This design comes from an exercise in tuning for small area and a short achievable clock period on the open sky130 flow, not from production work. Where RTL was checked, it was by simulation tests only, not by an equivalence proof against the original. Only the layout flow was run in runs 2 and 3; the RTL was not checked for function there.

## flow/design.v (module list and top-level ports; edited modules follow where they fit)
// module pipelined_array_multiplier: 3542 lines
// module mul_fa: 10 lines
// module mul_bpp: 10 lines
// module mul_bpp0: 8 lines
// module mul_ha: 9 lines
// module mul_xnor: 7 lines
// module mul_inv: 6 lines
// module mul_nand2: 7 lines
// module mul_nor2: 7 lines
// module mul_xor2: 7 lines
// module mul_aoi21: 8 lines
// module mul_oai21: 8 lines
// module mul_or: 7 lines
module pipelined_array_multiplier (
    input  logic        clk_i,
    input  logic        clk_en_i,
    input  logic        rst_n_i,
    input  logic [31:0] multiplicand_i,
    input  logic [31:0] multiplier_i,
    input  logic        data_valid_i,
    output logic [63:0] product_o,
    output logic        data_valid_o
);
  // ...
==> flow/flow/run.sh <==
#!/bin/bash
# Layout flow: the standard ORFS flow (standard.sh) with the standard
# synthesis unchanged, plus
#  - after floorplan, combinational cells downsized to their smallest drive
#    strength (flow/downsize.tcl), so that area is only spent where timing
#    repair asks for it;
#  - optionally, timing repair also right after detailed placement
#    (flow/place_repair.tcl);
#  - optionally a chosen buffer cell for the port buffers.
# Settings are in flow/settings.sh. Each tool's output goes to a log here.
set -euo pipefail
cd "$(dirname "$0")/.."
W=$PWD
source flow/settings.sh
args=()
if [[ "$DOWNSIZE" != "none" ]]; then
  args+=("POST_FLOORPLAN_TCL=$W/flow/downsize.tcl" "DOWNSIZE_FAMILIES=$DOWNSIZE")
fi
args+=("SETUP_SLACK_MARGIN=$SETUP_MARGIN")
if [[ "${PLACE_REPAIR:-0}" == 1 ]]; then
  args+=("POST_DETAIL_PLACE_TCL=$W/flow/place_repair.tcl")
fi
if [[ -n "$PORT_BUFFER" ]]; then
  args+=("BUFFER_PORTS_ARGS=-buffer_cell $PORT_BUFFER")
fi
args+=($EXTRA)
bash standard.sh synth > flow_synth.log 2>&1
bash standard.sh "${args[@]}" finish > flow_layout.log 2>&1
==> flow/flow/downsize.tcl <==
# Downsize combinational cells to the smallest drive strength of their
# family (same function and footprint). Timing repair later sizes the
# critical ones back up. Registers and clock cells are left alone.
# DOWNSIZE_FAMILIES: space-separated family names (e.g. a22oi), or "all".
set families [expr {[info exists ::env(DOWNSIZE_FAMILIES)] ? $::env(DOWNSIZE_FAMILIES) : "all"}]
set skip {^(dfxtp|dfxbp|dfrtp|dfrbp|dfstp|dfbbp|dfsbp|dfrtn|dfbbn|edfxtp|edfxbp|sdf.*|sedf.*|dl.*|clk.*|conb|tap.*|fill.*|decap.*|diode.*|probe.*|lpflow.*)$}
set smallest [dict create]
set count 0
foreach inst [get_cells *] {
  set ref [get_property $inst ref_name]
  if {![regexp {^sky130_fd_sc_hd__(.+)_(\d+)$} $ref -> fam drive]} { continue }
  if {[regexp $skip $fam]} { continue }
  if {$families ne "all" && [lsearch -exact $families $fam] < 0} { continue }
  if {![dict exists $smallest $fam]} {
    set best ""
    set best_area 1e9
    foreach lc [get_lib_cells sky130_fd_sc_hd__${fam}_*] {
      set name [get_property $lc name]
      if {![regexp "^sky130_fd_sc_hd__${fam}_\\d+\$" $name]} { continue }
      if {[get_property $lc dont_use]} { continue }
      set a [get_property $lc area]
      if {$a < $best_area} { set best $name; set best_area $a }
    }
    dict set smallest $fam $best
  }
  set to [dict get $smallest $fam]
  if {$to ne "" && $to ne $ref} {
    replace_cell $inst $to
    incr count
  }
}
puts "downsize: replaced $count cells"
==> flow/flow/place_repair.tcl <==
log_cmd estimate_parasitics -placement
repair_timing_helper -setup
detailed_placement
optimize_mirroring
log_cmd estimate_parasitics -placement
==> flow/flow/settings.sh <==
SETUP_MARGIN=7.55
DOWNSIZE="all"
PORT_BUFFER=sky130_fd_sc_hd__buf_2
PLACE_REPAIR=0
EXTRA="CTS_CLUSTER_SIZE=30 CTS_CLUSTER_DIAMETER=100 CORE_UTILIZATION=55 SLEW_MARGIN=0 CAP_MARGIN=0"
==> flow/standard.sh <==
#!/bin/bash
# synth_recipe.tcl (not shown) runs the flow's synth.tcl, then flattens the netlist and writes it again
# the make line also repeats each setting of config.mk as NAME=value (left out here)
make -C /OpenROAD-flow-scripts/flow DESIGN_CONFIG=/design/flow/config.mk WORK_HOME=/design/flow/orfs CLKGATE_MAP_FILE= SYNTH_SCRIPT=/design/flow/synth_recipe.tcl "${@:-finish}"
==> flow/config.mk <==
export PLATFORM = sky130hd
export DESIGN_NAME = pipelined_array_multiplier
export DESIGN_NICKNAME = pipelined_array_multiplier
export VERILOG_FILES = /design/flow/design.v
export SDC_FILE = /design/flow/constraint.sdc
export NUM_CORES = 4
export LEC_CHECK = 0
export CAP_MARGIN = 20
export CORE_MARGIN = 2
export CORE_UTILIZATION = 40
export SLEW_MARGIN = 20
export SYNTH_HIERARCHICAL = 1
export SYNTH_MINIMUM_KEEP_SIZE = 0
==> flow/constraint.sdc <==
create_clock -name core_clock -period 11.0 [get_ports {clk_i}]
set_input_delay 2.2000 -clock core_clock [delete_from_list [all_inputs] [get_ports {clk_i}]]
set_output_delay 2.2000 -clock core_clock [all_outputs]
set_load 0.01 [all_outputs]
==> metrics.csv, run 1 <==
stage;metric;value;unit
finish;#MultiIn Comb;2457;
critical_path;Req. time, crit path;11.34;ns
sta;number of max-slew violations in the final report;0;
finish;largest reg by FF count;r0_q;
critical_path;FF-to-FF path depth;7;
critical_path;CP Cell Sequence;buf_6 > a22oi_1 > xor2_1 > fa_1 > fa_1 > fa_2 > fa_1;
yosys;xor-xnor portion of the synthesized cell area;17.1;%
die;Core Region;0.0647;mm^2
yosys;syn_nets;3411;
finish;Final Cell Area;0.0376;mm^2
route;DRT Wirelength;122;mm
yosys;simple-gate share of the synthesized area;5.31;%
yosys;Yosys cell types;20;
route;post-route ant nets;0;
sta;fin crit share;31.2;%
critical_path;Worst setup startpoint;one_q[6];
route;DR WL met2;54.4;mm
outcome;status;no timing/DRC/antenna violations;
yosys;Synth warnings;7;
die;Die H;260;um
yosys;Post-synth ARST share;0;%
die;Taps Inserted;855;
global_routing;vias in the first global route;28700;
critical_path;CP delay by family, top;adder cells;
critical_path;Critical Path Fanout Max;32;
global_routing;met3 track demand over resource;12.4;%
route;Residual DRC;0;
sta;Fin. Hold Viols;0;
finish;# diodes;0;
die;Die Area;0.0677;mm^2
sta;Worst Hold Margin;0.536;ns
cts;post-cts gate resize count;146;
global_routing;first-pass GRT wire length;181;mm
==> run 2, diff against run 1 <==
--- a/flow/design.v
+++ b/flow/design.v
@@ -2084,29 +2084,29 @@
     mul_xor2 u_ad226 (.a_i(r0_q[173]), .b_i(c1052), .y_o(ad225));
     logic ad227;
     mul_nor2 u_ad228 (.a_i(r0_q[173]), .b_i(c1052), .y_o(ad227));
     logic ad229;
     mul_xor2 u_ad230 (.a_i(r0_q[175]), .b_i(r0_q[176]), .y_o(ad229));
     logic ad231;
     mul_nor2 u_ad232 (.a_i(r0_q[175]), .b_i(r0_q[176]), .y_o(ad231));
     logic ad233;
-    mul_inv u_ad234 (.a_i(ad3), .y_o(ad233));
+    mul_or u_ad234 (.a_i(r0_q[0]), .b_i(r0_q[1]), .y_o(ad233));
     logic ad235;
     mul_nor2 u_ad236 (.a_i(r0_q[2]), .b_i(ad233), .y_o(ad235));
     logic ad237;
     mul_nor2 u_ad238 (.a_i(r0_q[3]), .b_i(r0_q[2]), .y_o(ad237));
     logic ad239;
     mul_nor2 u_ad240 (.a_i(r0_q[4]), .b_i(r0_q[3]), .y_o(ad239));
     logic ad241;
     mul_nor2 u_ad242 (.a_i(r0_q[5]), .b_i(r0_q[4]), .y_o(ad241));
     logic ad243;
     mul_nor2 u_ad244 (.a_i(r0_q[6]), .b_i(r0_q[5]), .y_o(ad243));
     logic ad245;
-    mul_inv u_ad246 (.a_i(ad5), .y_o(ad245));
+    mul_xnor u_ad246 (.a_i(r0_q[9]), .b_i(s947), .y_o(ad245));
     logic ad247;
     mul_nor2 u_ad248 (.a_i(ad245), .b_i(r0_q[6]), .y_o(ad247));
     logic ad249;
     mul_aoi21 u_ad250 (.a1_i(ad9), .a2_i(ad7), .b1_i(ad11), .y_o(ad249));
     logic ad251;
     mul_nand2 u_ad252 (.a_i(ad9), .b_i(ad5), .y_o(ad251));
     logic ad253;
     mul_aoi21 u_ad254 (.a1_i(ad13), .a2_i(ad11), .b1_i(ad15), .y_o(ad253));
@@ -2320,47 +2320,47 @@
     mul_aoi21 u_ad462 (.a1_i(ad221), .a2_i(ad219), .b1_i(ad223), .y_o(ad461));
     logic ad463;
     mul_nand2 u_ad464 (.a_i(ad221), .b_i(ad217), .y_o(ad463));
     logic ad465;
     mul_aoi21 u_ad466 (.a1_i(ad225), .a2_i(ad223), .b1_i(ad227), .y_o(ad465));
     logic ad467;
     mul_nand2 u_ad468 (.a_i(ad225), .b_i(ad221), .y_o(ad467));
     logic ad469;
-    mul_inv u_ad470 (.a_i(ad227), .y_o(ad469));
+    mul_or u_ad470 (.a_i(r0_q[173]), .b_i(c1052), .y_o(ad469));
     logic ad471;
     mul_nor2 u_ad472 (.a_i(r0_q[174]), .b_i(ad469), .y_o(ad471));
     logic ad473;
-    mul_inv u_ad474 (.a_i(ad225), .y_o(ad473));
+    mul_xnor u_ad474 (.a_i(r0_q[173]), .b_i(c1052), .y_o(ad473));
     logic ad475;
     mul_nor2 u_ad476 (.a_i(r0_q[174]), .b_i(ad473), .y_o(ad475));
     logic ad477;
-    mul_inv u_ad478 (.a_i(ad229), .y_o(ad477));
+    mul_xnor u_ad478 (.a_i(r0_q[175]), .b_i(r0_q[176]), .y_o(ad477));
     logic ad479;
     mul_nor2 u_ad480 (.a_i(ad477), .b_i(r0_q[174]), .y_o(ad479));
     logic ad481;
     mul_nand2 u_ad482 (.a_i(ad237), .b_i(ad3), .y_o(ad481));
     logic ad483;
     mul_nand2 u_ad484 (.a_i(ad239), .b_i(ad235), .y_o(ad483));
     logic ad485;
     mul_nand2 u_ad486 (.a_i(ad241), .b_i(ad237), .y_o(ad485));
     logic ad487;
     mul_nand2 u_ad488 (.a_i(ad243), .b_i(ad239), .y_o(ad487));
     logic ad489;
     mul_nand2 u_ad490 (.a_i(ad247), .b_i(ad241), .y_o(ad489));
     logic ad491;
-    mul_inv u_ad492 (.a_i(ad243), .y_o(ad491));
+    mul_or u_ad492 (.a_i(r0_q[6]), .b_i(r0_q[5]), .y_o(ad491));
     logic ad493;
     mul_nor2 u_ad494 (.a_i(ad251), .b_i(ad491), .y_o(ad493));
     logic ad495;
-    mul_inv u_ad496 (.a_i(ad7), .y_o(ad495));
+    mul_or u_ad496 (.a_i(r0_q[9]), .b_i(s947), .y_o(ad495));
     logic ad497;
     mul_oai21 u_ad498 (.a1_i(ad255), .a2_i(ad495), .b1_i(ad253), .y_o(ad497));
     logic ad499;
-    mul_inv u_ad500 (.a_i(ad247), .y_o(ad499));
+    mul_or u_ad500 (.a_i(ad245), .b_i(r0_q[6]), .y_o(ad499));
     logic ad501;
     mul_nor2 u_ad502 (.a_i(ad255), .b_i(ad499), .y_o(ad501));
     logic ad503;
     mul_oai21 u_ad504 (.a1_i(ad259), .a2_i(ad249), .b1_i(ad257), .y_o(ad503));
     logic ad505;
     mul_nor2 u_ad506 (.a_i(ad259), .b_i(ad251), .y_o(ad505));
     logic ad507;
     mul_oai21 u_ad508 (.a1_i(ad263), .a2_i(ad253), .b1_i(ad261), .y_o(ad507));
@@ -2566,59 +2566,59 @@
     mul_oai21 u_ad708 (.a1_i(ad463), .a2_i(ad453), .b1_i(ad461), .y_o(ad707));
     logic ad709;
     mul_nor2 u_ad710 (.a_i(ad463), .b_i(ad455), .y_o(ad709));
     logic ad711;
     mul_oai21 u_ad712 (.a1_i(ad467), .a2_i(ad457), .b1_i(ad465), .y_o(ad711));
     logic ad713;
     mul_nor2 u_ad714 (.a_i(ad467), .b_i(ad459), .y_o(ad713));
     logic ad715;
-    mul_inv u_ad716 (.a_i(ad461), .y_o(ad715));
+    mul_a21o u_ad716 (.a1_i(ad221), .a2_i(ad219), .b1_i(ad223), .y_o(ad715));
     logic ad717;
     mul_aoi21 u_ad718 (.a1_i(ad475), .a2_i(ad715), .b1_i(ad471), .y_o(ad717));
     logic ad719;
-    mul_inv u_ad720 (.a_i(ad475), .y_o(ad719));
+    mul_or u_ad720 (.a_i(r0_q[174]), .b_i(ad473), .y_o(ad719));
     logic ad721;
     mul_nor2 u_ad722 (.a_i(ad719), .b_i(ad463), .y_o(ad721));
     logic ad723;
-    mul_inv u_ad724 (.a_i(ad465), .y_o(ad723));
+    mul_a21o u_ad724 (.a1_i(ad225), .a2_i(ad223), .b1_i(ad227), .y_o(ad723));
     logic ad725;
     mul_aoi21 u_ad726 (.a1_i(ad479), .a2_i(ad723), .b1_i(ad231), .y_o(ad725));
     logic ad727;
-    mul_inv u_ad728 (.a_i(ad479), .y_o(ad727));
+    mul_or u_ad728 (.a_i(ad477), .b_i(r0_q[174]), .y_o(ad727));
     logic ad729;
     mul_nor2 u_ad730 (.a_i(ad727), .b_i(ad467), .y_o(ad729));
     logic ad731;
     mul_nor2 u_ad732 (.a_i(ad485), .b_i(ad233), .y_o(ad731));
     logic ad733;
-    mul_inv u_ad734 (.a_i(ad235), .y_o(ad733));
+    mul_or u_ad734 (.a_i(r0_q[2]), .b_i(ad233), .y_o(ad733));
     logic ad735;
     mul_nor2 u_ad736 (.a_i(ad487), .b_i(ad733), .y_o(ad735));
     logic ad737;
     mul_oai21 u_ad738 (.a1_i(ad489), .a2_i(ad481), .b1_i(ad495), .y_o(ad737));
     logic ad739;
-    mul_inv u_ad740 (.a_i(ad493), .y_o(ad739));
+    mul_or u_ad740 (.a_i(ad251), .b_i(ad491), .y_o(ad739));
     logic ad741;
     mul_oai21 u_ad742 (.a1_i(ad739), .a2_i(ad483), .b1_i(ad249), .y_o(ad741));
     logic ad743;
-    mul_inv u_ad744 (.a_i(ad501), .y_o(ad743));
+    mul_or u_ad744 (.a_i(ad255), .b_i(ad499), .y_o(ad743));
     logic ad745;
     mul_nor2 u_ad746 (.a_i(ad743), .b_i(ad485), .y_o(ad745));
     logic ad747;
-    mul_inv u_ad748 (.a_i(ad505), .y_o(ad747));
+    mul_or u_ad748 (.a_i(ad259), .b_i(ad251), .y_o(ad747));
     logic ad749;
     mul_nor2 u_ad750 (.a_i(ad747), .b_i(ad487), .y_o(ad749));
     logic ad751;
     mul_aoi21 u_ad752 (.a1_i(ad509), .a2_i(ad7), .b1_i(ad507), .y_o(ad751));
     logic ad753;
-    mul_inv u_ad754 (.a_i(ad509), .y_o(ad753));
+    mul_or u_ad754 (.a_i(ad263), .b_i(ad255), .y_o(ad753));
     logic ad755;
     mul_nor2 u_ad756 (.a_i(ad753), .b_i(ad489), .y_o(ad755));
     logic ad757;
-    mul_inv u_ad758 (.a_i(ad249), .y_o(ad757));
+    mul_a21o u_ad758 (.a1_i(ad9), .a2_i(ad7), .b1_i(ad11), .y_o(ad757));
     logic ad759;
     mul_aoi21 u_ad760 (.a1_i(ad513), .a2_i(ad757), .b1_i(ad511), .y_o(ad759));
     logic ad761;
     mul_nand2 u_ad762 (.a_i(ad513), .b_i(ad493), .y_o(ad761));
     logic ad763;
     mul_aoi21 u_ad764 (.a1_i(ad517), .a2_i(ad497), .b1_i(ad515), .y_o(ad763));
     logic ad765;
     mul_nand2 u_ad766 (.a_i(ad517), .b_i(ad501), .y_o(ad765));
@@ -2814,67 +2814,67 @@
     mul_aoi21 u_ad956 (.a1_i(ad709), .a2_i(ad691), .b1_i(ad707), .y_o(ad955));
     logic ad957;
     mul_nand2 u_ad958 (.a_i(ad709), .b_i(ad693), .y_o(ad957));
     logic ad959;
     mul_aoi21 u_ad960 (.a1_i(ad713), .a2_i(ad695), .b1_i(ad711), .y_o(ad959));
     logic ad961;
     mul_nand2 u_ad962 (.a_i(ad713), .b_i(ad697), .y_o(ad961));
     logic ad963;
-    mul_inv u_ad964 (.a_i(ad717), .y_o(ad963));
+    mul_a21o u_ad964 (.a1_i(ad475), .a2_i(ad715), .b1_i(ad471), .y_o(ad963));
     logic ad965;
     mul_aoi21 u_ad966 (.a1_i(ad721), .a2_i(ad699), .b1_i(ad963), .y_o(ad965));
     logic ad967;
     mul_nand2 u_ad968 (.a_i(ad721), .b_i(ad701), .y_o(ad967));
     logic ad969;
-    mul_inv u_ad970 (.a_i(ad725), .y_o(ad969));
+    mul_a21o u_ad970 (.a1_i(ad479), .a2_i(ad723), .b1_i(ad231), .y_o(ad969));
     logic ad971;
     mul_aoi21 u_ad972 (.a1_i(ad729), .a2_i(ad703), .b1_i(ad969), .y_o(ad971));
     logic ad973;
     mul_nand2 u_ad974 (.a_i(ad729), .b_i(ad705), .y_o(ad973));
     logic ad975;
     mul_aoi21 u_ad976 (.a1_i(ad745), .a2_i(ad3), .b1_i(ad497), .y_o(ad975));
     logic ad977;
     mul_aoi21 u_ad978 (.a1_i(ad749), .a2_i(ad235), .b1_i(ad503), .y_o(ad977));
     logic ad979;
-    mul_inv u_ad980 (.a_i(ad755), .y_o(ad979));
+    mul_or u_ad980 (.a_i(ad753), .b_i(ad489), .y_o(ad979));
     logic ad981;
     mul_oai21 u_ad982 (.a1_i(ad979), .a2_i(ad481), .b1_i(ad751), .y_o(ad981));
     logic ad983;
     mul_oai21 u_ad984 (.a1_i(ad761), .a2_i(ad483), .b1_i(ad759), .y_o(ad983));
     logic ad985;
-    mul_inv u_ad986 (.a_i(ad731), .y_o(ad985));
+    mul_or u_ad986 (.a_i(ad485), .b_i(ad233), .y_o(ad985));
     logic ad987;
     mul_oai21 u_ad988 (.a1_i(ad765), .a2_i(ad985), .b1_i(ad763), .y_o(ad987));
     logic ad989;
-    mul_inv u_ad990 (.a_i(ad735), .y_o(ad989));
+    mul_or u_ad990 (.a_i(ad487), .b_i(ad733), .y_o(ad989));
     logic ad991;
     mul_oai21 u_ad992 (.a1_i(ad769), .a2_i(ad989), .b1_i(ad767), .y_o(ad991));
     logic ad993;
-    mul_inv u_ad994 (.a_i(ad737), .y_o(ad993));
+    mul_o21a u_ad994 (.a1_i(ad489), .a2_i(ad481), .b1_i(ad495), .y_o(ad993));
     logic ad995;
     mul_oai21 u_ad996 (.a1_i(ad773), .a2_i(ad993), .b1_i(ad771), .y_o(ad995));
     logic ad997;
-    mul_inv u_ad998 (.a_i(ad741), .y_o(ad997));
+    mul_o21a u_ad998 (.a1_i(ad739), .a2_i(ad483), .b1_i(ad249), .y_o(ad997));
     logic ad999;
     mul_oai21 u_ad1000 (.a1_i(ad777), .a2_i(ad997), .b1_i(ad775), .y_o(ad999));
     logic ad1001;
-    mul_inv u_ad1002 (.a_i(ad497), .y_o(ad1001));
+    mul_o21a u_ad1002 (.a1_i(ad255), .a2_i(ad495), .b1_i(ad253), .y_o(ad1001));
     logic ad1003;
     mul_oai21 u_ad1004 (.a1_i(ad781), .a2_i(ad1001), .b1_i(ad779), .y_o(ad1003));
     logic ad1005;
-    mul_inv u_ad1006 (.a_i(ad745), .y_o(ad1005));
+    mul_or u_ad1006 (.a_i(ad743), .b_i(ad485), .y_o(ad1005));
     logic ad1007;
     mul_nor2 u_ad1008 (.a_i(ad781), .b_i(ad1005), .y_o(ad1007));
     logic ad1009;
-    mul_inv u_ad1010 (.a_i(ad503), .y_o(ad1009));
+    mul_o21a u_ad1010 (.a1_i(ad259), .a2_i(ad249), .b1_i(ad257), .y_o(ad1009));
     logic ad1011;
     mul_oai21 u_ad1012 (.a1_i(ad785), .a2_i(ad1009), .b1_i(ad783), .y_o(ad1011));
     logic ad1013;
-    mul_inv u_ad1014 (.a_i(ad749), .y_o(ad1013));
+    mul_or u_ad1014 (.a_i(ad747), .b_i(ad487), .y_o(ad1013));
     logic ad1015;
     mul_nor2 u_ad1016 (.a_i(ad785), .b_i(ad1013), .y_o(ad1015));
     logic ad1017;
     mul_oai21 u_ad1018 (.a1_i(ad789), .a2_i(ad751), .b1_i(ad787), .y_o(ad1017));
     logic ad1019;
     mul_nor2 u_ad1020 (.a_i(ad789), .b_i(ad979), .y_o(ad1019));
     logic ad1021;
     mul_oai21 u_ad1022 (.a1_i(ad793), .a2_i(ad759), .b1_i(ad791), .y_o(ad1021));
@@ -3056,37 +3056,37 @@
     mul_oai21 u_ad1198 (.a1_i(ad973), .a2_i(ad935), .b1_i(ad971), .y_o(ad1197));
     logic ad1199;
     mul_nor2 u_ad1200 (.a_i(ad973), .b_i(ad937), .y_o(ad1199));
     logic ad1201;
     mul_aoi21 u_ad1202 (.a1_i(ad1007), .a2_i(ad3), .b1_i(ad1003), .y_o(ad1201));
     logic ad1203;
     mul_aoi21 u_ad1204 (.a1_i(ad1015), .a2_i(ad235), .b1_i(ad1011), .y_o(ad1203));
     logic ad1205;
-    mul_inv u_ad1206 (.a_i(ad481), .y_o(ad1205));
+    mul_and2 u_ad1206 (.a_i(ad237), .b_i(ad3), .y_o(ad1205));
     logic ad1207;
     mul_aoi21 u_ad1208 (.a1_i(ad1019), .a2_i(ad1205), .b1_i(ad1017), .y_o(ad1207));
     logic ad1209;
-    mul_inv u_ad1210 (.a_i(ad483), .y_o(ad1209));
+    mul_and2 u_ad1210 (.a_i(ad239), .b_i(ad235), .y_o(ad1209));
     logic ad1211;
     mul_aoi21 u_ad1212 (.a1_i(ad1023), .a2_i(ad1209), .b1_i(ad1021), .y_o(ad1211));
     logic ad1213;
     mul_aoi21 u_ad1214 (.a1_i(ad1027), .a2_i(ad731), .b1_i(ad1025), .y_o(ad1213));
     logic ad1215;
     mul_aoi21 u_ad1216 (.a1_i(ad1031), .a2_i(ad735), .b1_i(ad1029), .y_o(ad1215));
     logic ad1217;
     mul_aoi21 u_ad1218 (.a1_i(ad1035), .a2_i(ad737), .b1_i(ad1033), .y_o(ad1217));
     logic ad1219;
     mul_aoi21 u_ad1220 (.a1_i(ad1039), .a2_i(ad741), .b1_i(ad1037), .y_o(ad1219));
     logic ad1221;
-    mul_inv u_ad1222 (.a_i(ad975), .y_o(ad1221));
+    mul_a21o u_ad1222 (.a1_i(ad745), .a2_i(ad3), .b1_i(ad497), .y_o(ad1221));
     logic ad1223;
     mul_aoi21 u_ad1224 (.a1_i(ad1043), .a2_i(ad1221), .b1_i(ad1041), .y_o(ad1223));
     logic ad1225;
-    mul_inv u_ad1226 (.a_i(ad977), .y_o(ad1225));
+    mul_a21o u_ad1226 (.a1_i(ad749), .a2_i(ad235), .b1_i(ad503), .y_o(ad1225));
     logic ad1227;
     mul_aoi21 u_ad1228 (.a1_i(ad1047), .a2_i(ad1225), .b1_i(ad1045), .y_o(ad1227));
     logic ad1229;
     mul_aoi21 u_ad1230 (.a1_i(ad1051), .a2_i(ad981), .b1_i(ad1049), .y_o(ad1229));
     logic ad1231;
     mul_aoi21 u_ad1232 (.a1_i(ad1055), .a2_i(ad983), .b1_i(ad1053), .y_o(ad1231));
     logic ad1233;
     mul_aoi21 u_ad1234 (.a1_i(ad1059), .a2_i(ad987), .b1_i(ad1057), .y_o(ad1233));
@@ -3240,37 +3240,37 @@
     mul_oai21 u_ad1382 (.a1_i(ad1267), .a2_i(ad993), .b1_i(ad1265), .y_o(ad1381));
     logic ad1383;
     mul_oai21 u_ad1384 (.a1_i(ad1271), .a2_i(ad997), .b1_i(ad1269), .y_o(ad1383));
     logic ad1385;
     mul_oai21 u_ad1386 (.a1_i(ad1275), .a2_i(ad975), .b1_i(ad1273), .y_o(ad1385));
     logic ad1387;
     mul_oai21 u_ad1388 (.a1_i(ad1279), .a2_i(ad977), .b1_i(ad1277), .y_o(ad1387));
     logic ad1389;
-    mul_inv u_ad1390 (.a_i(ad981), .y_o(ad1389));
+    mul_o21a u_ad1390 (.a1_i(ad979), .a2_i(ad481), .b1_i(ad751), .y_o(ad1389));
     logic ad1391;
     mul_oai21 u_ad1392 (.a1_i(ad1283), .a2_i(ad1389), .b1_i(ad1281), .y_o(ad1391));
     logic ad1393;
-    mul_inv u_ad1394 (.a_i(ad983), .y_o(ad1393));
+    mul_o21a u_ad1394 (.a1_i(ad761), .a2_i(ad483), .b1_i(ad759), .y_o(ad1393));
     logic ad1395;
     mul_oai21 u_ad1396 (.a1_i(ad1287), .a2_i(ad1393), .b1_i(ad1285), .y_o(ad1395));
     logic ad1397;
-    mul_inv u_ad1398 (.a_i(ad987), .y_o(ad1397));
+    mul_o21a u_ad1398 (.a1_i(ad765), .a2_i(ad985), .b1_i(ad763), .y_o(ad1397));
     logic ad1399;
     mul_oai21 u_ad1400 (.a1_i(ad1291), .a2_i(ad1397), .b1_i(ad1289), .y_o(ad1399));
     logic ad1401;
-    mul_inv u_ad1402 (.a_i(ad991), .y_o(ad1401));
+    mul_o21a u_ad1402 (.a1_i(ad769), .a2_i(ad989), .b1_i(ad767), .y_o(ad1401));
     logic ad1403;
     mul_oai21 u_ad1404 (.a1_i(ad1295), .a2_i(ad1401), .b1_i(ad1293), .y_o(ad1403));
     logic ad1405;
-    mul_inv u_ad1406 (.a_i(ad995), .y_o(ad1405));
+    mul_o21a u_ad1406 (.a1_i(ad773), .a2_i(ad993), .b1_i(ad771), .y_o(ad1405));
     logic ad1407;
     mul_oai21 u_ad1408 (.a1_i(ad1299), .a2_i(ad1405), .b1_i(ad1297), .y_o(ad1407));
     logic ad1409;
-    mul_inv u_ad1410 (.a_i(ad999), .y_o(ad1409));
+    mul_o21a u_ad1410 (.a1_i(ad777), .a2_i(ad997), .b1_i(ad775), .y_o(ad1409));
     logic ad1411;
     mul_oai21 u_ad1412 (.a1_i(ad1303), .a2_i(ad1409), .b1_i(ad1301), .y_o(ad1411));
     logic ad1413;
     mul_oai21 u_ad1414 (.a1_i(ad1307), .a2_i(ad1201), .b1_i(ad1305), .y_o(ad1413));
     logic ad1415;
     mul_oai21 u_ad1416 (.a1_i(ad1311), .a2_i(ad1203), .b1_i(ad1309), .y_o(ad1415));
     logic ad1417;
     mul_oai21 u_ad1418 (.a1_i(ad1315), .a2_i(ad1207), .b1_i(ad1313), .y_o(ad1417));
@@ -3298,119 +3298,119 @@
     mul_oai21 u_ad1440 (.a1_i(ad1359), .a2_i(ad1235), .b1_i(ad1357), .y_o(ad1439));
     logic ad1441;
     mul_oai21 u_ad1442 (.a1_i(ad1363), .a2_i(ad1237), .b1_i(ad1361), .y_o(ad1441));
     logic ad1443;
     mul_oai21 u_ad1444 (.a1_i(ad1367), .a2_i(ad1239), .b1_i(ad1365), .y_o(ad1443));
     logic ad1445;
     mul_xor2 u_ad1446 (.a_i(r0_q[2]), .b_i(ad3), .y_o(ad1445));
     logic ad1447;
-    mul_inv u_ad1448 (.a_i(ad1445), .y_o(ad1447));
+    mul_xnor u_ad1448 (.a_i(r0_q[2]), .b_i(ad3), .y_o(ad1447));
     logic ad1449;
     mul_xor2 u_ad1450 (.a_i(r0_q[3]), .b_i(ad235), .y_o(ad1449));
     logic ad1451;
-    mul_inv u_ad1452 (.a_i(ad1449), .y_o(ad1451));
+    mul_xnor u_ad1452 (.a_i(r0_q[3]), .b_i(ad235), .y_o(ad1451));
     logic ad1453;
     mul_xor2 u_ad1454 (.a_i(r0_q[4]), .b_i(ad481), .y_o(ad1453));
     logic ad1455;
     mul_xor2 u_ad1456 (.a_i(r0_q[5]), .b_i(ad483), .y_o(ad1455));
     logic ad1457;
     mul_xor2 u_ad1458 (.a_i(r0_q[6]), .b_i(ad731), .y_o(ad1457));
     logic ad1459;
-    mul_inv u_ad1460 (.a_i(ad1457), .y_o(ad1459));
+    mul_xnor u_ad1460 (.a_i(r0_q[6]), .b_i(ad731), .y_o(ad1459));
     logic ad1461;
     mul_xor2 u_ad1462 (.a_i(ad5), .b_i(ad735), .y_o(ad1461));
     logic ad1463;
     mul_xor2 u_ad1464 (.a_i(ad9), .b_i(ad737), .y_o(ad1463));
     logic ad1465;
     mul_xor2 u_ad1466 (.a_i(ad13), .b_i(ad741), .y_o(ad1465));
     logic ad1467;
     mul_xor2 u_ad1468 (.a_i(ad17), .b_i(ad975), .y_o(ad1467));
     logic ad1469;
-    mul_inv u_ad1470 (.a_i(ad1467), .y_o(ad1469));
+    mul_xnor u_ad1470 (.a_i(ad17), .b_i(ad975), .y_o(ad1469));
     logic ad1471;
     mul_xor2 u_ad1472 (.a_i(ad21), .b_i(ad977), .y_o(ad1471));
     logic ad1473;
-    mul_inv u_ad1474 (.a_i(ad1471), .y_o(ad1473));
+    mul_xnor u_ad1474 (.a_i(ad21), .b_i(ad977), .y_o(ad1473));
     logic ad1475;
     mul_xor2 u_ad1476 (.a_i(ad25), .b_i(ad981), .y_o(ad1475));
     logic ad1477;
     mul_xor2 u_ad1478 (.a_i(ad29), .b_i(ad983), .y_o(ad1477));
     logic ad1479;
     mul_xor2 u_ad1480 (.a_i(ad33), .b_i(ad987), .y_o(ad1479));
     logic ad1481;
     mul_xor2 u_ad1482 (.a_i(ad37), .b_i(ad991), .y_o(ad1481));
     logic ad1483;
     mul_xor2 u_ad1484 (.a_i(ad41), .b_i(ad995), .y_o(ad1483));
     logic ad1485;
     mul_xor2 u_ad1486 (.a_i(ad45), .b_i(ad999), .y_o(ad1485));
     logic ad1487;
     mul_xor2 u_ad1488 (.a_i(ad49), .b_i(ad1201), .y_o(ad1487));
     logic ad1489;
-    mul_inv u_ad1490 (.a_i(ad1487), .y_o(ad1489));
+    mul_xnor u_ad1490 (.a_i(ad49), .b_i(ad1201), .y_o(ad1489));
     logic ad1491;
     mul_xor2 u_ad1492 (.a_i(ad53), .b_i(ad1203), .y_o(ad1491));
     logic ad1493;
-    mul_inv u_ad1494 (.a_i(ad1491), .y_o(ad1493));
+    mul_xnor u_ad1494 (.a_i(ad53), .b_i(ad1203), .y_o(ad1493));
     logic ad1495;
     mul_xor2 u_ad1496 (.a_i(ad57), .b_i(ad1207), .y_o(ad1495));
     logic ad1497;
-    mul_inv u_ad1498 (.a_i(ad1495), .y_o(ad1497));
+    mul_xnor u_ad1498 (.a_i(ad57), .b_i(ad1207), .y_o(ad1497));
     logic ad1499;
     mul_xor2 u_ad1500 (.a_i(ad61), .b_i(ad1211), .y_o(ad1499));
     logic ad1501;
-    mul_inv u_ad1502 (.a_i(ad1499), .y_o(ad1501));
+    mul_xnor u_ad1502 (.a_i(ad61), .b_i(ad1211), .y_o(ad1501));
     logic ad1503;
     mul_xor2 u_ad1504 (.a_i(ad65), .b_i(ad1213), .y_o(ad1503));
     logic ad1505;
-    mul_inv u_ad1506 (.a_i(ad1503), .y_o(ad1505));
+    mul_xnor u_ad1506 (.a_i(ad65), .b_i(ad1213), .y_o(ad1505));
     logic ad1507;
     mul_xor2 u_ad1508 (.a_i(ad69), .b_i(ad1215), .y_o(ad1507));
     logic ad1509;
-    mul_inv u_ad1510 (.a_i(ad1507), .y_o(ad1509));
+    mul_xnor u_ad1510 (.a_i(ad69), .b_i(ad1215), .y_o(ad1509));
     logic ad1511;
     mul_xor2 u_ad1512 (.a_i(ad73), .b_i(ad1217), .y_o(ad1511));
     logic ad1513;
-    mul_inv u_ad1514 (.a_i(ad1511), .y_o(ad1513));
+    mul_xnor u_ad1514 (.a_i(ad73), .b_i(ad1217), .y_o(ad1513));
     logic ad1515;
     mul_xor2 u_ad1516 (.a_i(ad77), .b_i(ad1219), .y_o(ad1515));
     logic ad1517;
-    mul_inv u_ad1518 (.a_i(ad1515), .y_o(ad1517));
+    mul_xnor u_ad1518 (.a_i(ad77), .b_i(ad1219), .y_o(ad1517));
     logic ad1519;
     mul_xor2 u_ad1520 (.a_i(ad81), .b_i(ad1223), .y_o(ad1519));
     logic ad1521;
-    mul_inv u_ad1522 (.a_i(ad1519), .y_o(ad1521));
+    mul_xnor u_ad1522 (.a_i(ad81), .b_i(ad1223), .y_o(ad1521));
     logic ad1523;
     mul_xor2 u_ad1524 (.a_i(ad85), .b_i(ad1227), .y_o(ad1523));
     logic ad1525;
-    mul_inv u_ad1526 (.a_i(ad1523), .y_o(ad1525));
+    mul_xnor u_ad1526 (.a_i(ad85), .b_i(ad1227), .y_o(ad1525));
     logic ad1527;
     mul_xor2 u_ad1528 (.a_i(ad89), .b_i(ad1229), .y_o(ad1527));
     logic ad1529;
-    mul_inv u_ad1530 (.a_i(ad1527), .y_o(ad1529));
+    mul_xnor u_ad1530 (.a_i(ad89), .b_i(ad1229), .y_o(ad1529));
     logic ad1531;
     mul_xor2 u_ad1532 (.a_i(ad93), .b_i(ad1231), .y_o(ad1531));
     logic ad1533;
-    mul_inv u_ad1534 (.a_i(ad1531), .y_o(ad1533));
+    mul_xnor u_ad1534 (.a_i(ad93), .b_i(ad1231), .y_o(ad1533));
     logic ad1535;
     mul_xor2 u_ad1536 (.a_i(ad97), .b_i(ad1233), .y_o(ad1535));
     logic ad1537;
-    mul_inv u_ad1538 (.a_i(ad1535), .y_o(ad1537));
+    mul_xnor u_ad1538 (.a_i(ad97), .b_i(ad1233), .y_o(ad1537));
     logic ad1539;
     mul_xor2 u_ad1540 (.a_i(ad101), .b_i(ad1235), .y_o(ad1539));
     logic ad1541;
-    mul_inv u_ad1542 (.a_i(ad1539), .y_o(ad1541));
+    mul_xnor u_ad1542 (.a_i(ad101), .b_i(ad1235), .y_o(ad1541));
     logic ad1543;
     mul_xor2 u_ad1544 (.a_i(ad105), .b_i(ad1237), .y_o(ad1543));
     logic ad1545;
-    mul_inv u_ad1546 (.a_i(ad1543), .y_o(ad1545));
+    mul_xnor u_ad1546 (.a_i(ad105), .b_i(ad1237), .y_o(ad1545));
     logic ad1547;
     mul_xor2 u_ad1548 (.a_i(ad109), .b_i(ad1239), .y_o(ad1547));
     logic ad1549;
-    mul_inv u_ad1550 (.a_i(ad1547), .y_o(ad1549));
+    mul_xnor u_ad1550 (.a_i(ad109), .b_i(ad1239), .y_o(ad1549));
     logic ad1551;
     mul_xor2 u_ad1552 (.a_i(ad113), .b_i(ad1369), .y_o(ad1551));
     logic ad1553;
     mul_xor2 u_ad1554 (.a_i(ad117), .b_i(ad1371), .y_o(ad1553));
     logic ad1555;
     mul_xor2 u_ad1556 (.a_i(ad121), .b_i(ad1373), .y_o(ad1555));
     logic ad1557;
     mul_xor2 u_ad1558 (.a_i(ad125), .b_i(ad1375), .y_o(ad1557));
@@ -3462,17 +3462,17 @@
     mul_xor2 u_ad1604 (.a_i(ad217), .b_i(ad1433), .y_o(ad1603));
     logic ad1605;
     mul_xor2 u_ad1606 (.a_i(ad221), .b_i(ad1435), .y_o(ad1605));
     logic ad1607;
     mul_xor2 u_ad1608 (.a_i(ad225), .b_i(ad1437), .y_o(ad1607));
     logic ad1609;
     mul_xor2 u_ad1610 (.a_i(r0_q[174]), .b_i(ad1439), .y_o(ad1609));
     logic ad1611;
-    mul_inv u_ad1612 (.a_i(ad1609), .y_o(ad1611));
+    mul_xnor u_ad1612 (.a_i(r0_q[174]), .b_i(ad1439), .y_o(ad1611));
     logic ad1613;
     mul_xor2 u_ad1614 (.a_i(ad229), .b_i(ad1441), .y_o(ad1613));
     assign sum[0] = ad1;
     assign sum[1] = ad1447;
     assign sum[2] = ad1451;
     assign sum[3] = ad1453;
     assign sum[4] = ad1455;
     assign sum[5] = ad1459;
@@ -3622,15 +3622,38 @@
 module mul_oai21 (
     input  logic a1_i,
     input  logic a2_i,
     input  logic b1_i,
     output logic y_o
 );
     assign y_o = ~((a1_i | a2_i) & b1_i);
 endmodule
+module mul_a21o (
+    input  logic a1_i,
+    input  logic a2_i,
+    input  logic b1_i,
+    output logic y_o
+);
+    assign y_o = (a1_i & a2_i) | b1_i;
+endmodule
+module mul_o21a (
+    input  logic a1_i,
+    input  logic a2_i,
+    input  logic b1_i,
+    output logic y_o
+);
+    assign y_o = (a1_i | a2_i) & b1_i;
+endmodule
+module mul_and2 (
+    input  logic a_i,
+    input  logic b_i,
+    output logic y_o
+);
+    assign y_o = a_i & b_i;
+endmodule
 module mul_or (
     input  logic a_i,
     input  logic b_i,
     output logic y_o
 );
     assign y_o = a_i | b_i;
 endmodule
==> flow/flow/settings.sh (replaced) <==
SETUP_MARGIN=7.55
DOWNSIZE="all"
PORT_BUFFER=sky130_fd_sc_hd__buf_2
PLACE_REPAIR=0
EXTRA="CTS_CLUSTER_SIZE=30 CTS_CLUSTER_DIAMETER=100 CORE_UTILIZATION=55"
==> run 2 against run 1 <==
Against the previous run:
- still clean on timing, DRC and antenna
- sequential share of layout area fell by 0.14 points
- final area rose by 0.53%
- worst hold slack got worse by 0.0052 ns
- non-clock buffer count rose by 5
- maximum frequency fell by 0.96%
- core utilization rose by 0.31 points
- area after synthesis barely moved
- critical path type unchanged
==> metrics.csv, run 2 <==
stage;metric;value;unit;change
yosys;Yosys cell types;23;;+15%
sta;Setup Skew;0.0479;ns;
critical_path;Req. time, crit path;11.30;ns;-0.04 ns
placement;cell count after placement;3901;;
global_routing;first-pass GRT wire length;184;mm;+1.4%
route;Vias;26900;;
finish;most frequent cells in the layout;xor2_1 (610), a22oi_1 (494), fa_1 (455);;
sta;Fin. Hold Viols;0;;unchanged
route;post-DR vias/cell;6.81;;
yosys;Synth top area share;26.7;%;
route;Detailed Route Iter0 Violations;3655;;
sta;number of max-slew violations in the final report;0;;unchanged
sta;max_slew headroom;46.0;%;
critical_path;CP max stage cell;fa_1;;
cts;clock-pin slew on the worst setup and hold paths;0.11;ns;
yosys;Post-synth ARST share;0;%;unchanged
sta;Worst-Margin Slew;0.802;ns;
finish;P&R area growth vs syn;4.63;%;
yosys;top post-synthesis cells by count;xor2_1 (642), a22oi_2 (496), fa_1 (469);;
hold_path;worst min-delay path class;reg2reg;;
critical_path;CP Cell Sequence;or2_0 > fa_1 > fa_2 > xor2_4 > a21oi_2 > o21ai_2 > a21oi_2 > o21ai_4 > a21oi_1 > o21ai_2 > xor2_1;;
sta;RSZ-0062 raised after global routing;yes;;
yosys;top_reg_cell synth;edfxtp_1;;
sta;fin crit share;31.5;%;+0.30 points
global_routing;vias in the first global route;28900;;+0.58%
global_routing;initial antenna violation count;0;;
sta;Final Setup Violations;0;;
yosys;syn_nets;3387;;-0.70%
yosys;cell accounting for the most synthesized area;edfxtp_1;;
cts;CTS H-tree lvls;1;;
global_routing;gr ovfl total;0;;
cts;Root Driver;clkbuf_16;;
yosys;Synth area leaders;edfxtp_1 (27%), fa_1 (26%), a22oi_2 (17%);;
finish;# diodes;0;;unchanged
placement;DP Wirelength;77.4;mm;
sta;fmax;289;MHz;
sta;Setup TNS;0;ns;
yosys;Synth warnings;7;;unchanged
die;Die Area;0.0677;mm^2;about the same
finish;fillers;5493;;
route;DRT Pass-1 Iters;6;;
yosys;most frequent cell after synthesis;xor2_1;;
sta;Final min period;3.46;ns;
cts;hold-fix buffers at CTS;0;;
critical_path;Critical Path Source Type;register;;
flow_run;maximum capacitance violations;0;;
route;Residual DRC;0;;unchanged
die;Rows;93;;
yosys;register area share after synthesis;26.9;%;
yosys;Post-Syn Area per Cell;12.7;um^2;
cts;worst skew pair latency;0.60;ns;
route;DRT Wirelength;125;mm;+1.8%
die;Ports;133;;
global_routing;largest net degree at the start of global routing;75;;
outcome;status;no timing/DRC/antenna violations;;
cts;CTS buffer count;19;;
cts;CTS Sinks;324;;
global_routing;Tot GR Track Use;37.0;%;
die;Core Region;0.0647;mm^2;unchanged
critical_path;Crit path largest cell delay;0.51;ns;
finish;max FFs per register;177;;
yosys;Mapped Cells;2834;;
yosys;EDFF count, synth;321;;
route;post-route ant nets;0;;unchanged
critical_path;CP Capture Type;register;;
placement;I/O Buffers;132;;
critical_path;kind of critical path;reg2reg;;
finish;final cell count without fillers;3952;;
critical_path;CP arrival;3.77;ns;
yosys;Synth Register Bits;324;;
yosys;Cell Area, Synth;0.0361;mm^2;
cts;CTS tree;yes;;
route;Routed wire per std cell;31.5;um;
finish;layout cells sized above 1;15.2;%;
finish;largest reg by FF count;r0_q;;
finish;leading cell type in the layout, fill and taps excluded;xor2_1;;
finish;biggest regs;r0_q (177), p_q (64), a_q (32);;
placement;GPL Wtd Cong;1.06;;
cts;clock buffer depth;3;;
finish;fin nets;3638;;
die;Initial Util;55.8;%;
die;Die H;260;um;about the same
die;die width;260;um;
critical_path;Critical Path Fanout Max;4;;-88%
[run 2: area by class of cell]
class	instances	area, um^2	share of cell area [%]
clock buffers	20	479	1.27
clock inverters	13	189	0.500
inverters	16	60.1	0.159
multi-input cells	2490	24500	64.8
flip-flops and latches	324	9700	25.7
well taps	855	1070	2.83
repair buffers	234	1810	4.78
[run 2: worst paths after layout]
| kind | cells after the start | endpoint | from | slack, ns |
|---|---|---|---|---|
| max reg2reg | 11 | p_q[39] | r0_q[77] | 7.54 |
| min | 2 | v_q[1] | v_q[1] | 0.53 |
| max | 11 | p_q[39] | r0_q[77] | 7.54 |
| min reg2reg | 2 | v_q[1] | v_q[1] | 0.53 |
[run 2: per-layer routing]
layer,wire length [um],global-route usage (%),vias up
met5,0,0.427,-
met4,8050,18.1,0
met3,15500,11.6,605
met2,55900,57.7,2207
met1,45100,46.7,13400
li1,-,-,10700
[run 2: modules after synthesis, one instance, submodules excluded, a selection]
module | area (um^2) | copies in the design | flip-flops and latches | cells inside
mul_xor2 | 8.76 | 99 | 0 | 1
mul_bpp0 | 12.5 | 32 | 0 | 2
mul_ha | 12.5 | 16 | 0 | 1
mul_a21o | 7.51 | 5 | 0 | 1
mul_o21a | 7.51 | 10 | 0 | 1
mul_nor2 | 3.75 | 172 | 0 | 1
mul_or | 6.26 | 57 | 0 | 1
mul_fa | 20.0 | 469 | 0 | 1
mul_oai21 | 5.00 | 140 | 0 | 1
mul_aoi21 | 8.76 | 157 | 0 | 1
mul_bpp | 21.3 | 496 | 0 | 2
pipelined_array_multiplier | 10400 | 1 | 324 | 443
mul_nand2 | 3.75 | 143 | 0 | 1
mul_xnor | 8.76 | 65 | 0 | 1
[run 2: stage by stage]
stage	setup slack [ns]	utilization (%)	cell area (um^2)	hold WS [ns]
2_1_floorplan	7.25	-	36600	0.482
5_1_grt	7.42	58.4	37800	0.575
6_report	7.54	58.4	37800	0.531
3_3_place_gp	6.31	54.7	35400	0.501
4_1_cts	7.51	56.6	36700	0.531
3_5_place_dp	6.23	54.7	35400	0.510
[run 2: cells by family (layout without fill, tap and decap cells)]
family	count (synthesis)	after routing	synth area share [%]
buffers and inverters	20	283	0.243
AOI/OAI and AO/OA	823	823	23.5
DFF	324	324	26.9
xor gates and xnor gates	707	707	17.2
and+or+nand+nor	472	472	5.61
adders and majority gates	485	485	26.6
muxes	3	3	0.0832
[run 2: worst max-delay path: cells and delay by family (launching register included)]
family | cells | cell delay, ns
compound gates | 6 | 1.05
fa+ha+maj | 2 | 1.02
flops | 1 | 0.42
xor+xnor | 2 | 0.40
simple gates | 1 | 0.26
[run 2: repair_timing]
item                                    4_1_cts  5_1_grt
endpoints found under the setup margin      189      160
setup buffers                                 7       11
pin swaps                                    11       25
resized for setup                           161      284
==> run 3, diff against run 2 <==
==> flow/flow/settings.sh (replaced) <==
SETUP_MARGIN=7.5
DOWNSIZE="all"
PORT_BUFFER=sky130_fd_sc_hd__buf_2
PLACE_REPAIR=0
EXTRA="CTS_CLUSTER_SIZE=30 CTS_CLUSTER_DIAMETER=100 CORE_UTILIZATION=60"
==> run 3 against run 2 <==
Against the previous run:
- sequential share of layout area increased by 0.30 points
- final area decreased by 1.2%
- setup slack got worse by 0.039 ns
- register-to-register slack got worse by 0.04 ns
- clock skew decreased by 0.028 ns
- die area decreased by 8.2%
- critical path depth unchanged
==> metrics.csv, run 3 <==
stage;metric;value;unit;change
global_routing;initial antenna violation count;1;;+1
critical_path;Req. time, crit path;11.34;ns;+0.04 ns
die;Ports;133;;unchanged
cts;CTS tree;yes;;
finish;leading cell type in the layout, fill and taps excluded;xor2_1;;
global_routing;largest net degree at the start of global routing;101;;+35%
sta;Worst-Margin Slew;0.873;ns;+0.0714 ns
sta;number of max-slew violations in the final report;0;;unchanged
route;Detailed Route Iter0 Violations;3382;;-7.5%
die;Core Region;0.0592;mm^2;-8.4%
sta;RSZ-0062 raised after global routing;yes;;
flow_run;maximum capacitance violations;0;;unchanged
yosys;cell accounting for the most synthesized area;edfxtp_1;;
finish;fin nets;3636;;-0.055%
sta;fmax;286;MHz;-1.1%
die;die width;249;um;-4.2%
yosys;most frequent cell after synthesis;xor2_1;;
die;Die H;249;um;-4.2%
yosys;top_reg_cell synth;edfxtp_1;;
yosys;Post-synth ARST share;0;%;unchanged
finish;largest reg by FF count;r0_q;;
yosys;EDFF count, synth;321;;unchanged
finish;P&R area growth vs syn;3.40;%;
finish;fin util;63.0;%;+4.6 points
route;post-route ant nets;0;;unchanged
sta;Setup TNS;0;ns;unchanged
critical_path;CP Capture Type;register;;
sta;max_slew headroom;41.8;%;-4.2 points
die;Rows;89;;-4.3%
die;Die Area;0.0621;mm^2;-8.2%
finish;biggest regs;r0_q (177), p_q (64), a_q (32);;
critical_path;CP arrival;3.84;ns;+0.07 ns
finish;most frequent cells in the layout;xor2_1 (607), a22oi_1 (496), fa_1 (458);;
route;Vias;26900;;-0.093%
critical_path;Critical Path Source Type;register;;
placement;Cell Area, Placed;0.0353;mm^2;-0.31%
sta;Final min period;3.50;ns;+0.0387 ns
placement;cell count after placement;3818;;-2.1%
cts;worst skew pair latency;0.60;ns;about the same
placement;GPL Wtd Cong;0.995;;-6.4%
global_routing;vias in the first global route;28900;;-0.15%
yosys;Synth top area share;26.7;%;unchanged
sta;fin crit share;31.8;%;+0.35 points
sta;Setup Skew;0.0198;ns;-0.0282 ns
global_routing;gr ovfl total;0;;unchanged
cts;CTS buffer count;19;;unchanged
finish;# diodes;0;;unchanged
yosys;Yosys cell types;23;;unchanged
cts;CTS H-tree lvls;1;;unchanged
finish;final cell count without fillers;3868;;-2.1%
route;DRT Wirelength;123;mm;-0.98%
finish;Final Cell Area;0.0373;mm^2;-1.2%
yosys;Synth Register Bits;324;;unchanged
yosys;Synth area leaders;edfxtp_1 (27%), fa_1 (26%), a22oi_2 (17%);;
die;Initial Util;60.9;%;+5.1 points
cts;CTS Sinks;324;;unchanged
route;Routed wire per std cell;31.9;um;+1.2%
route;post-DR vias/cell;6.95;;+2.1%
critical_path;Critical Path Fanout Max;4;;unchanged
hold_path;worst min-delay path class;reg2reg;;
yosys;Mapped Cells;2834;;unchanged
sta;Fin. Hold Viols;0;;unchanged
route;DRT Pass-1 Iters;8;;+2
outcome;status;no timing/DRC/antenna violations;;
sta;Final Setup Violations;0;;unchanged
yosys;syn_nets;3387;;unchanged
yosys;register area share after synthesis;26.9;%;unchanged
cts;clock-pin slew on the worst setup and hold paths;0.11;ns;about the same
route;Residual DRC;0;;unchanged
yosys;top post-synthesis cells by count;xor2_1 (642), a22oi_2 (496), fa_1 (469);;
finish;layout cells sized above 1;14.3;%;-0.93 points
critical_path;kind of critical path;reg2reg;;
cts;clock buffer depth;3;;unchanged
finish;max FFs per register;177;;unchanged
yosys;Synth warnings;7;;unchanged
cts;Root Driver;clkbuf_16;;
yosys;Cell Area, Synth;0.0361;mm^2;unchanged
global_routing;Tot GR Track Use;39.6;%;+2.7 points
yosys;Post-Syn Area per Cell;12.7;um^2;unchanged
global_routing;first-pass GRT wire length;183;mm;-0.22%
placement;DP Wirelength;78.1;mm;+0.90%
placement;I/O Buffers;132;;unchanged
run 3: cell counts after synthesis:
Identical to the previous run, type by type.
run 3: critical path: stages, from the launching register on:
cell	delay [ns]
edfxtp_1	0.43
or2_0	0.28
fa_1	0.49
fa_2	0.62
xor2_4	0.28
nand2_2	0.14
nor2_2	0.19
nand2_2	0.17
nor2_4	0.24
nand2_1	0.09
o21ai_2	0.20
xor2_2	0.11
run 3: stage by stage:
| step | hold slack (ns) | worst slack [ns] |
|---|---|---|
| 2_1_floorplan | 0.482 | 7.25 |
| 3_3_place_gp | 0.496 | 6.71 |
| 4_1_cts | 0.534 | 7.42 |
| 5_1_grt | 0.575 | 7.38 |
| 6_report | 0.529 | 7.50 |
| 3_5_place_dp | 0.509 | 6.79 |
run 3: Yosys stat by module, one instance, submodules excluded, a selection:
module	area, um^2	cells inside	copies in the design	flip-flops and latches
mul_bpp	21.3	2	496	0
mul_oai21	5.00	1	140	0
mul_aoi21	8.76	1	157	0
mul_a21o	7.51	1	5	0
mul_nor2	3.75	1	172	0
mul_ha	12.5	1	16	0
run 3: final cells by class:
type,instances,area (um^2)
clock buffers,20,479
clock inverters,13,206
fillers,4734,21900
inverters,16,60.1
multi-input cells,2490,24200
flip-flops and latches,324,9700
well taps,773,967
repair buffers,232,1680
run 3: final timing paths:
check,start,endpoint,slack (ns),cells past startpoint
worst max-delay path,r0_q[101],p_q[38],7.50,11
worst min-delay path,v_q[2],v_q[2],0.53,2
worst max register to register,r0_q[101],p_q[38],7.50,11
worst min register to register,v_q[2],v_q[2],0.53,2
run 3: metal layers:
metal	global-route usage, %	wire (um)	share of wire (%)	vias up
met3	13.8	16400	13	594
met5	0	34	0.028	-
li1	-	-	-	10700
met1	50.8	44600	36	13400
met4	20.3	7880	6.4	2
met2	60.0	54400	44	2251
run 3: timing repair:
item                                    4_1_cts  5_1_grt
endpoints found under the setup margin      157      148
hold buffers                                  0        0
setup buffers                                 1       16
resized for setup                           109      238
gates cloned                                  0        0
pin swaps                                     3       19
run 3: cells by family (layout without fill, tap and decap cells):
family	Yosys count	count (layout)	share of synthesized area [%]
xor gates and xnor gates	707	707	17.2
muxes	3	3	0.0832
AOI/OAI and AO/OA	823	823	23.5
adders and majority gates	485	485	26.6
and+or+nand+nor	472	472	5.61
DFF	324	324	26.9
buffers and inverters	20	281	0.243

## separate check: timing with driven ports
In the flow no input, the clock included, has a driving cell. The finished layouts below were timed again as built, in two steps.
Step 1 sets driving cells, clkbuf_16 on the clock port and buf_2 on the other inputs (assumed; they add their load-dependent delay and slew).
Step 2 also shifts input and output timing later by t, the mid clock arrival at the registers, as if the neighbouring blocks saw the same clock.
Three values: ideal ports, drivers, drivers and shift; two values: the first two.
run	t, ns	setup WS [ns]	latest minus earliest clock arrival (ns)	worst data-port slew with drivers (ns)
run 1	0.645	7.572 / 7.536 / 7.022	0.045 / 0.044	0.05
run 2	0.641	7.539 / 7.539 / 6.996	0.048 / 0.048	0.05
run 3	0.652	7.500 / 7.500 / 6.969	0.020 / 0.020	0.05
After both steps every run listed still meets setup and hold. The setup slack of run 1, which loses most, moves by -0.036 ns with the drivers and by -0.550 ns with both steps.
